Source: an optimization exercise on an open RTL-to-GDS flow (aim: small area, a short achievable clock period and few clock cycles per item). Production flows keep margins and buffers that such runs may drop.
At most, simulation tests tie the RTL to the original design; equivalence was not proved.
The RTL of run 1 was laid out without a check of its function.
Power figures rest on the tool's default switching activity, not on a simulated workload.

==> flow/design.v, too long to show whole: its modules and the start of the top module <==
// module mux2X1: 8 lines
// module carry_lookahead_adder_8_bit: 19 lines
// module CLA_8bit_slice: 38 lines
// module carry_lookahead_adder_32_bit: 13 lines
// module mpa_bx: 6 lines
// module mpa_xor: 5 lines
// module mpa_ha: 6 lines
// module mpa_and: 5 lines
// module mpa_gp: 6 lines
// module mpa_nd: 6 lines
// module mpa_ng: 5 lines
// module mp_adder: 1061 lines
module mp_adder (
    input  wire         iAddSub,
    input  wire         iClk,
    input  wire         iRst,
    input  wire         iStart,
    input  wire [511:0] iOpA,
    input  wire [511:0] iOpB,
    output wire [512:0] oRes,
    output wire         oDone);
  // ...
==> flow/flow/run.sh <==
#!/bin/bash
# Standard ORFS layout (the standard.sh) with three changes to how it is done:
# - buffer_ports gives every input and output port a buf_1 cell (the resizer
#   still sizes them as timing needs) instead of the cell it picks by default;
# - the ports are placed in bit order round the die edge, each bit's
#   iOpA/iOpB/oRes side by side (flow/pinorder.tcl, before place_pins);
# - before the resize step's repair_design, high-fanout nets get buffer trees
#   built from their sinks' locations (flow/pre_resize.tcl, flow/tree.tcl).
set -euo pipefail
export BUFFER_PORTS_ARGS="-buffer_cell sky130_fd_sc_hd__buf_1"
export PRE_IO_PLACEMENT_TCL="$(pwd)/flow/pinorder.tcl"
export PRE_RESIZE_TCL="$(pwd)/flow/pre_resize.tcl"
bash standard.sh > standard_flow.log 2>&1
==> flow/flow/pinorder.tcl <==
# Place the ports in bit order around the die: bit i's iOpA[i], iOpB[i] and
# oRes[i] sit next to each other, bits 0..511 go round the die edge (bottom
# left to right, right edge upwards, top right to left, left edge downwards),
# and the control ports fill the gap between bit 511 and bit 0.
proc po_slots {} {
  set block [ord::get_db_block]
  set die [$block getDieArea]
  set dbu [$block getDbUnitsPerMicron]
  set W [expr {[$die xMax] / double($dbu)}]
  set H [expr {[$die yMax] / double($dbu)}]
  set m 10.0
  set slots {}
  # bottom: met2 tracks x = 0.23 + 0.46k, two tracks apart
  for {set x [expr {0.23 + 0.46 * ceil(($m - 0.23) / 0.46)}]} {$x <= $W - $m} {set x [expr {$x + 0.92}]} {
    lappend slots [list met2 $x 0.0]
  }
  # right: met3 tracks y = 0.34 + 0.68k
  for {set y [expr {0.34 + 0.68 * ceil(($m - 0.34) / 0.68)}]} {$y <= $H - $m} {set y [expr {$y + 1.36}]} {
    lappend slots [list met3 $W $y]
  }
  # top, right to left
  set top {}
  for {set x [expr {0.23 + 0.46 * ceil(($m - 0.23) / 0.46)}]} {$x <= $W - $m} {set x [expr {$x + 0.92}]} {
    lappend top [list met2 $x $H]
  }
  set slots [concat $slots [lreverse $top]]
  # left, top to bottom
  set left {}
  for {set y [expr {0.34 + 0.68 * ceil(($m - 0.34) / 0.68)}]} {$y <= $H - $m} {set y [expr {$y + 1.36}]} {
    lappend left [list met3 0.0 $y]
  }
  return [concat $slots [lreverse $left]]
}

proc po_place {name slot} {
  lassign $slot layer x y
  if {$layer == "met2"} { set sz {0.14 0.485} } else { set sz {0.8 0.3} }
  place_pin -pin_name $name -layer $layer -location [list $x $y] -pin_size $sz -force_to_die_boundary
}

proc po_all {} {
  set slots [po_slots]
  set ns [llength $slots]
  set ctrl {iClk iRst iStart iAddSub oDone oRes[512]}
  # bits spread evenly over the ring, leaving room for the control ports at the end
  set nbits 512
  set used [expr {3 * $nbits + [llength $ctrl]}]
  if {$used > $ns} { error "pinorder: $used ports but only $ns slots" }
  set step [expr {double($ns - [llength $ctrl]) / $nbits}]
  for {set i 0} {$i < $nbits} {incr i} {
    set s [expr {int(floor($i * $step))}]
    po_place "iOpA\[$i\]" [lindex $slots $s]
    po_place "iOpB\[$i\]" [lindex $slots [expr {$s + 1}]]
    po_place "oRes\[$i\]" [lindex $slots [expr {$s + 2}]]
  }
  set s [expr {$ns - [llength $ctrl]}]
  foreach c $ctrl {
    po_place $c [lindex $slots $s]
    incr s
  }
  puts "pinorder: placed [expr {3 * $nbits + [llength $ctrl]}] ports on $ns slots"
}
po_all
==> flow/flow/pre_resize.tcl <==
# Runs inside ORFS's resize step (3_4), after global placement and before its
# repair_design: every signal net with more than 12 sinks gets a buffer tree
# built from its sinks' placed locations (flow/tree.tcl), instead of the
# chain of buffers that repair_design would lay along the net.
source [file join [file dirname [info script]] tree.tcl]
bt_all 12 12 8 {sky130_fd_sc_hd__buf_4 sky130_fd_sc_hd__buf_8}
==> flow/flow/tree.tcl <==
# Buffer trees for high-fanout signal nets, built by recursive bisection of
# the sinks' placed locations (a leaf buffer drives at most LEAF sinks that
# lie close together; upper levels drive at most UP buffers each).
proc bt_split {pts maxn} {
  # pts: list of {pin x y}; returns a list of clusters of at most maxn points
  if {[llength $pts] <= $maxn} { return [list $pts] }
  set xs [lmap p $pts {lindex $p 1}]
  set ys [lmap p $pts {lindex $p 2}]
  set dx [expr {[tcl::mathfunc::max {*}$xs] - [tcl::mathfunc::min {*}$xs]}]
  set dy [expr {[tcl::mathfunc::max {*}$ys] - [tcl::mathfunc::min {*}$ys]}]
  set k [expr {$dx >= $dy ? 1 : 2}]
  set s [lsort -real -index $k $pts]
  # split into halves whose sizes are multiples of maxn where possible
  set n [llength $s]
  set nc [expr {($n + $maxn - 1) / $maxn}]
  set h [expr {(($nc + 1) / 2) * $maxn}]
  if {$h >= $n} { set h [expr {$n / 2}] }
  return [concat [bt_split [lrange $s 0 [expr {$h - 1}]] $maxn] [bt_split [lrange $s $h end] $maxn]]
}

proc bt_sinks {net} {
  set pts {}
  foreach it [$net getITerms] {
    if {[$it isOutputSignal]} { continue }
    set inst [$it getInst]
    set bb [$inst getBBox]
    set x [expr {([$bb xMin] + [$bb xMax]) / 2.0}]
    set y [expr {([$bb yMin] + [$bb yMax]) / 2.0}]
    lappend pts [list "[$inst getName]/[[$it getMTerm] getName]" $x $y]
  }
  return $pts
}

proc bt_net {netname leaf up cells} {
  set block [ord::get_db_block]
  set dbu [$block getDbUnitsPerMicron]
  set lvl 0
  set maxn $leaf
  while {1} {
    set net [$block findNet $netname]
    set pts [bt_sinks $net]
    if {[llength $pts] <= $maxn} { break }
    set cell [lindex $cells [expr {min($lvl, [llength $cells] - 1)}]]
    set i 0
    foreach cl [bt_split $pts $maxn] {
      set sx 0.0; set sy 0.0
      foreach p $cl { set sx [expr {$sx + [lindex $p 1]}]; set sy [expr {$sy + [lindex $p 2]}] }
      set cx [expr {$sx / [llength $cl] / $dbu}]
      set cy [expr {$sy / [llength $cl] / $dbu}]
      set pins [get_pins [lmap p $cl {lindex $p 0}]]
      insert_buffer -buffer_cell $cell -net [get_nets $netname] -load_pins $pins -location [list $cx $cy] \
        -buffer_name "bt_${lvl}_${i}_$netname"
      incr i
    }
    puts "bt_net $netname: level $lvl, $i buffers of $cell"
    incr lvl
    set maxn $up
  }
}

# all signal nets with more than minfo sinks (clock nets excluded)
proc bt_all {minfo leaf up cells} {
  set block [ord::get_db_block]
  set names {}
  foreach net [$block getNets] {
    if {[$net getSigType] != "SIGNAL"} { continue }
    if {[$net isSpecial]} { continue }
    set n 0
    set drv 0
    foreach it [$net getITerms] { if {[$it isOutputSignal]} { incr drv } else { incr n } }
    if {$drv != 1 || $n <= $minfo} { continue }
    if {[llength [$net getBTerms]] > 0} { continue }
    lappend names [$net getName]
  }
  foreach nm $names { bt_net $nm $leaf $up $cells }
}
==> flow/standard.sh <==
#!/bin/bash
# synth_recipe.tcl (not shown) runs the flow's synth.tcl, then flattens the netlist and writes it again
# the make line also repeats each setting of config.mk as NAME=value (left out here)
make -C /OpenROAD-flow-scripts/flow DESIGN_CONFIG=/design/flow/config.mk WORK_HOME=/design/flow/orfs CLKGATE_MAP_FILE= SYNTH_SCRIPT=/design/flow/synth_recipe.tcl "${@:-finish}"
==> flow/config.mk <==
export PLATFORM = sky130hd
export DESIGN_NAME = mp_adder
export DESIGN_NICKNAME = mp_adder
export VERILOG_FILES = /design/flow/design.v
export SDC_FILE = /design/flow/constraint.sdc
export NUM_CORES = 4
export LEC_CHECK = 0
export CAP_MARGIN = 20
export CORE_AREA = 10 10 460 460
export DIE_AREA = 0 0 470 470
export GPL_TIMING_DRIVEN = 0
export SETUP_SLACK_MARGIN = 0.5
export SLEW_MARGIN = 20
export SYNTH_HIERARCHICAL = 1
==> flow/constraint.sdc <==
create_clock -name core_clock -period 5.0 [get_ports {iClk}]
set_input_delay 1.0000 -clock core_clock [delete_from_list [all_inputs] [get_ports {iClk}]]
set_output_delay 1.0000 -clock core_clock [all_outputs]
set_load 0.01 [all_outputs]
==> impl_results.md, run 1 <==
- Number of flip-flops under the largest register name: 127
- Fmax: 0.2245 GHz
- Final setup vio count: 0
- Post-CTS sizing: 10
- Storage cell area: 2582 µm²
- Port buffer count: 1,541
- Comb pwr share: 70.9%
- Clock share of power: 14.9%
- Critical path depth: 18
- Seq/total area: 6.439%
- # fillers: 23,057
- Vias in the first global route: 31,058
- Via count: 30,064
- Hold-critical path endpoint: rDone
- Post-synthesis cell type count: 10
- Chip width: 470 µm
- DR WL met3: 5985 µm
- Average wire per standard cell: 12.22 µm
- Status: no timing/DRC/antenna violations
- Maxcap violations: 0
- Post-route cell area: 40,110 µm²
- Simple-gate share of the synthesized area: 11.74%
- Gr busiest metal: met2
- Multi-input gate area: 27,070 µm²
- Post-CTS setup buffers: 0
- Syn_area_per_cell: 8.250 µm²
==> inputs of run 2 (changes only) <==
--- a/flow/design.v
+++ b/flow/design.v
@@ -123,17 +123,17 @@
     input  wire         iStart,
     input  wire [511:0] iOpA,
     input  wire [511:0] iOpB,
     output wire [512:0] oRes,
     output wire         oDone);
     wire [511:0] bx, p, g, c, sum;
     wire [127:0] cg, cp, cc;
     reg  [127:1] rC;      
-    reg         rCout;   
+    reg         rCout;
     reg         rDone;
     wire [127:0] ci = {rC, iAddSub};
     genvar j;
     generate for (j = 0; j < 128; j = j + 1) begin : chunk
         mpa_bx  u_bx  (.s(iAddSub), .b(iOpB[4*j +: 4]), .bx(bx[4*j +: 4]));
         mpa_ha  u_pg  (.a(iOpA[4*j +: 4]), .b(bx[4*j +: 4]), .p(p[4*j +: 4]), .g(g[4*j +: 4]));
         mpa_gp  u_gp  (.p(p[4*j +: 4]), .g(g[4*j +: 4]), .G(cg[j]), .Pc(cp[j]));
         assign c[4*j] = ci[j];
@@ -1165,15 +1165,15 @@
     assign cc[122] = G442;
     assign cc[123] = G443;
     assign cc[124] = G444;
     assign cc[125] = G445;
     assign cc[126] = G446;
     assign cc[127] = G447;
     always @(posedge iClk) begin
         rC    <= cc[126:0];
-        rCout <= cc[127];
+        rCout <= cc[127] & ~iAddSub;
         if (iRst) rDone <= 1'b0;
         else      rDone <= iStart;
     end
-    assign oRes  = {rCout & ~iAddSub, sum};   
+    assign oRes  = {rCout, sum};
     assign oDone = rDone;
 endmodule
==> flow/flow/pre_resize.tcl (replaced) <==
# Runs inside ORFS's resize step (3_4), after global placement and before its
# repair_design: every signal net with more than 8 sinks gets a buffer tree
# built from its sinks' placed locations (flow/tree.tcl), instead of the
# chain of buffers that repair_design would lay along the net.
source [file join [file dirname [info script]] tree.tcl]
bt_all 8 8 6 {sky130_fd_sc_hd__buf_4 sky130_fd_sc_hd__buf_8}
==> impl_results.md, run 2 <==
- Top FF cell, synth: dfxtp_1
- Post-synthesis net count: 5,130
- Routed wire length: 99,320 µm
- Critical path buffers and inverters: 9
- Core ar.: 201,900 µm²
- Mux cell area share after synthesis: 0%
- Tcrit/Tclk final: 88.67%
- Antenna violations before repair: 1
- Port buffer count: 1,541 (unchanged)
- Clk slew on worst S/H paths: 70 ps
- Clock share of power: 14.1% (-0.8 points)
- Number of synthesized flops with an enable pin: 0
- Power Density: 241.9 nW/µm²
- Status: no timing/DRC/antenna violations
- CTS tree: done
- Simple-gate share of the synthesized area: 11.74% (about the same)
- Hold Slack: 690.0 ps
- Hold_buf cts: 0
- Max-slew violations: 0
- Largest net degree at the start of global routing: 17
- Post-Syn Instances: 3,590
- Ys Warns: 7
- Drt first pass iters: 5
- Vias in the first global route: 31,921 (+2.8%)
- Ranking of synthesized cells by area: xor2_1 30%, ha_1 22%, a21o_1 21%
- CTS root buf: clkbuf_16
- Fmax: 0.2255 GHz (+0.47%)
- Grt ovf: 0
- Crit path time final: 4434 ps
- # IOs: 0
- Post-synthesis cell type count: 11 (+1)
- Average wire per standard cell: 12.39 µm (+1.4%)
- Worst-Margin Slew: 410.9 ps
- Final HPWL DP: 87,870 µm
- Count leader, synth: xor2_1
- Starting Density: 14.67%
- Commonest cells after routing, fill and taps aside: 1,540 x buf_1, 1,023 x xor2_1, 825 x a21o_1, 511 x ha_1, 319 x and2_1
- # clock sinks: 129
- Total GRT Usage: 8.508%
- Synth top area share: 30.28%
- Detail Route Antenna Nets: 0
- First-pass GRT wire length: 156,700 µm
- Sw power: 4.872 mW
- Worst setup SP type: input port
- Ys async rst share: 0%
- Number of DRC markers in iteration 0: 597
- Final setup vio count: 0 (unchanged)
- Biggest register: rC
- Die height: 470 µm
- CP required: 5410 ps
- Critical-path top delay cell: ha_1
- Delay-heaviest family, CP: compound AO/OA/AOI/OAI gates
- # fillers: 22,963 (-0.41%)
- Sequential Power Share: 14.0%
- #FFs+latches synth: 129
- Share of layout cells above drive strength 1: 4.378%
- Worst stage delay on the critical path: 320 ps
- Adder-Cell Fraction of Synth Area: 21.63%
- Area of the die: 220,900 µm²
- Via/cell ratio: 3.806
- Most common cell after layout, fill and taps aside: buf_1
- Number of flip-flops under the largest register name: 127 (unchanged)
- GPL Wtd Cong: 0.7990
- Clk buf depth: 2
- Post-synthesis cell area: 29,620 µm²
- Cell-internal power: 5.056 mW
- Worst-path cell chain: buf_16 > buf_16 > buf_8 > buf_8 > xor2_1 > ha_1 > a21oi_2 > o21ai_1 > a21o_1 > a21o_1 > a21o_4 > a21o_4 > buf_6 > a21o_4 > buf_6 > a21o_4 > buf_6 > a21o_4 > buf_12 > buf_8 > a21o_1 > nor2b_4
- Maxcap violations: 0 (unchanged)
- Cell taking the most area after synthesis: xor2_1
- Final Hold Fails: 0
- Relative max-transition margin: 72.61%
- Sequential area share after synthesis: 8.720%
- Critical path arrival: 4840 ps
- Htree depth: 4
- Comb pwr share: 71.9% (+1.0 points)
- Worst Hold Class: input port to register
- Syn_area_per_cell: 8.250 µm² (about the same)
- CP endpoint kind: register
- Crit-path max FO: 7
- Cell Rows: 165
- Synth top cells by count: 1,024 x xor2_1, 833 x a21o_1, 512 x ha_1, 321 x and2_1
- P_leak: 21.45 nW
- Final net count: 6,872
- XOR/XNOR share of the synthesized area: 30.28%
- Placed Cells: 7,958
- Area Overhead vs Synth: 38.56%
- Layout Cells excl Fill: 8,018
- Synth Area in Compound Gates: 27.60%
- DRC Markers: 0
- RSZ-0062 raised after global routing: no
- Worst path most repeated cell: a21o_4
- Chip width: 470 µm (unchanged)
- Total CTS buffers: 17
- Worst VDD drop: 0.0002796 V
- Via count: 30,513 (+1.5%)
- CP Class: input port to register
- Switching Share: 49.07%
- Largest regs: rC (127), rCout (1), rDone (1)
- Largest family of logic cells by synthesized area: XOR/XNOR gates
==> run 2: cell types whose count changed after synthesis <==
cell	previous run	this run
buf_4	0	1
==> run 2: worst paths after layout <==
kind  startpoint    end  slack [ps]  cells after the start
min         iRst  rDone         690                      2
max      iAddSub  rCout         570                     22
==> run 2: kinds of logic (layout without fill, tap and decap cells) <==
group | after synthesis | in the layout
other cells | 0 | 1
simple gates | 707 | 707
flops | 129 | 129
buf+inv | 1 | 1756
xor+xnor | 1024 | 1024
fa+ha+maj | 512 | 512
compound gates | 1217 | 1217
==> run 2: power by group through the flow <==
stage | Clock (mW) | Sequential, mW | Combinational (mW)
after floorplan | 0 | 1.37 | 4.59
after global placement | 0 | 1.41 | 6.90
after detailed placement | 0 | 1.41 | 7.11
after CTS | 1.53 | 1.39 | 7.22
after global routing | 1.54 | 1.41 | 7.96
final | 1.40 | 1.39 | 7.13
==> run 2: metrics by stage <==
stage	util [%]	power [mW]	area [µm²]	setup TNS, ps	setup slack (ps)
global placement	19.19	8.310	38750	-	-26520
finish	20.32	9.928	41040	0	566.3
CTS	20.22	10.14	40840	0	396.7
floorplan	-	5.958	29620	0	626.8
global route	20.32	10.91	41040	0	488.0
detailed placement	19.82	8.527	40020	-85720	-1344
==> run 2: per-module statistics from Yosys (local to each module, per instance) <==
module    cells  flip-flops and latches  area [µm²]
mpa_bx        4                       0       35.03
mpa_nd        2                       0       13.76
mpa_xor       4                       0       35.03
mp_adder    132                     129        2618
mpa_ha        4                       0       50.05
mpa_ng        1                       0       7.507
mpa_gp        6                       0       26.28
==> run 2: metal layers <==
layer / up-vias / wire length (µm) / GRT usage (%)
li1: 16116 / - / -
met1: 13547 / 37660 / 8.450
met2: 747 / 53460 / 16.76
met3: 103 / 5763 / 2.540
met4: 0 / 2426 / 2.562
met5: - / 0 / 0
==> run 2: cell type report <==
class / count / area, µm² / area share [%]
Clock inverter: 12 / 160.2 / 0.3903
Antenna cell: 1 / 2.502 / 0.006098
Timing Repair Buffer: 1723 / 7367 / 17.95
Clock buffer: 20 / 436.7 / 1.064
Buffer: 1 / 7.507 / 0.01829
Sequential cell: 129 / 2582 / 6.293
Tap cell: 2672 / 3343 / 8.147
Multi-Input combinational cell: 3460 / 27140 / 66.13
==> run 2: timing repair <==
action,4_1_cts,5_1_grt
pin swaps,13,22
hold endpoints to repair,0,0
setup endpoints to repair,202,64
setup buffers,15,12
gates resized for setup,22,22
Testbench counts of run 2, summed over its fixed seeds: cycles 768, items 384.

## what the ideal ports hide
Ports are ideal in the flow. The routed layouts listed here were re-timed in OpenROAD. Step 1, drivers: a clkbuf_16 drives iClk and a buf_2 each remaining input, both assumed. Step 2 times the ports against the registers' clock, not the clock port: input delays grow and output delays shrink by t, the midpoint of the rising clock arrivals with the driver on. Slacks: ideal ports / drivers / drivers and shift; pairs: ideal ports / drivers.
| run | shift t [ns] | setup slack, ns | hold WS [ns] | worst data-port slew with drivers (ns) |
|---|---|---|---|---|
| run 1 | 0.599 | 0.545 / 0.580 / -0.018 | 0.692 / 0.632 / 1.230 | 0.07 |
| run 2 | 0.600 | 0.566 / 0.594 / -0.006 | 0.690 / 0.629 / 1.229 | 0.09 |
Met with ideal ports but missed after step 2: setup timing in run 1 and run 2. For run 2, which loses most, drivers alone change the setup slack by +0.028 ns; drivers and shift together by -0.572 ns.
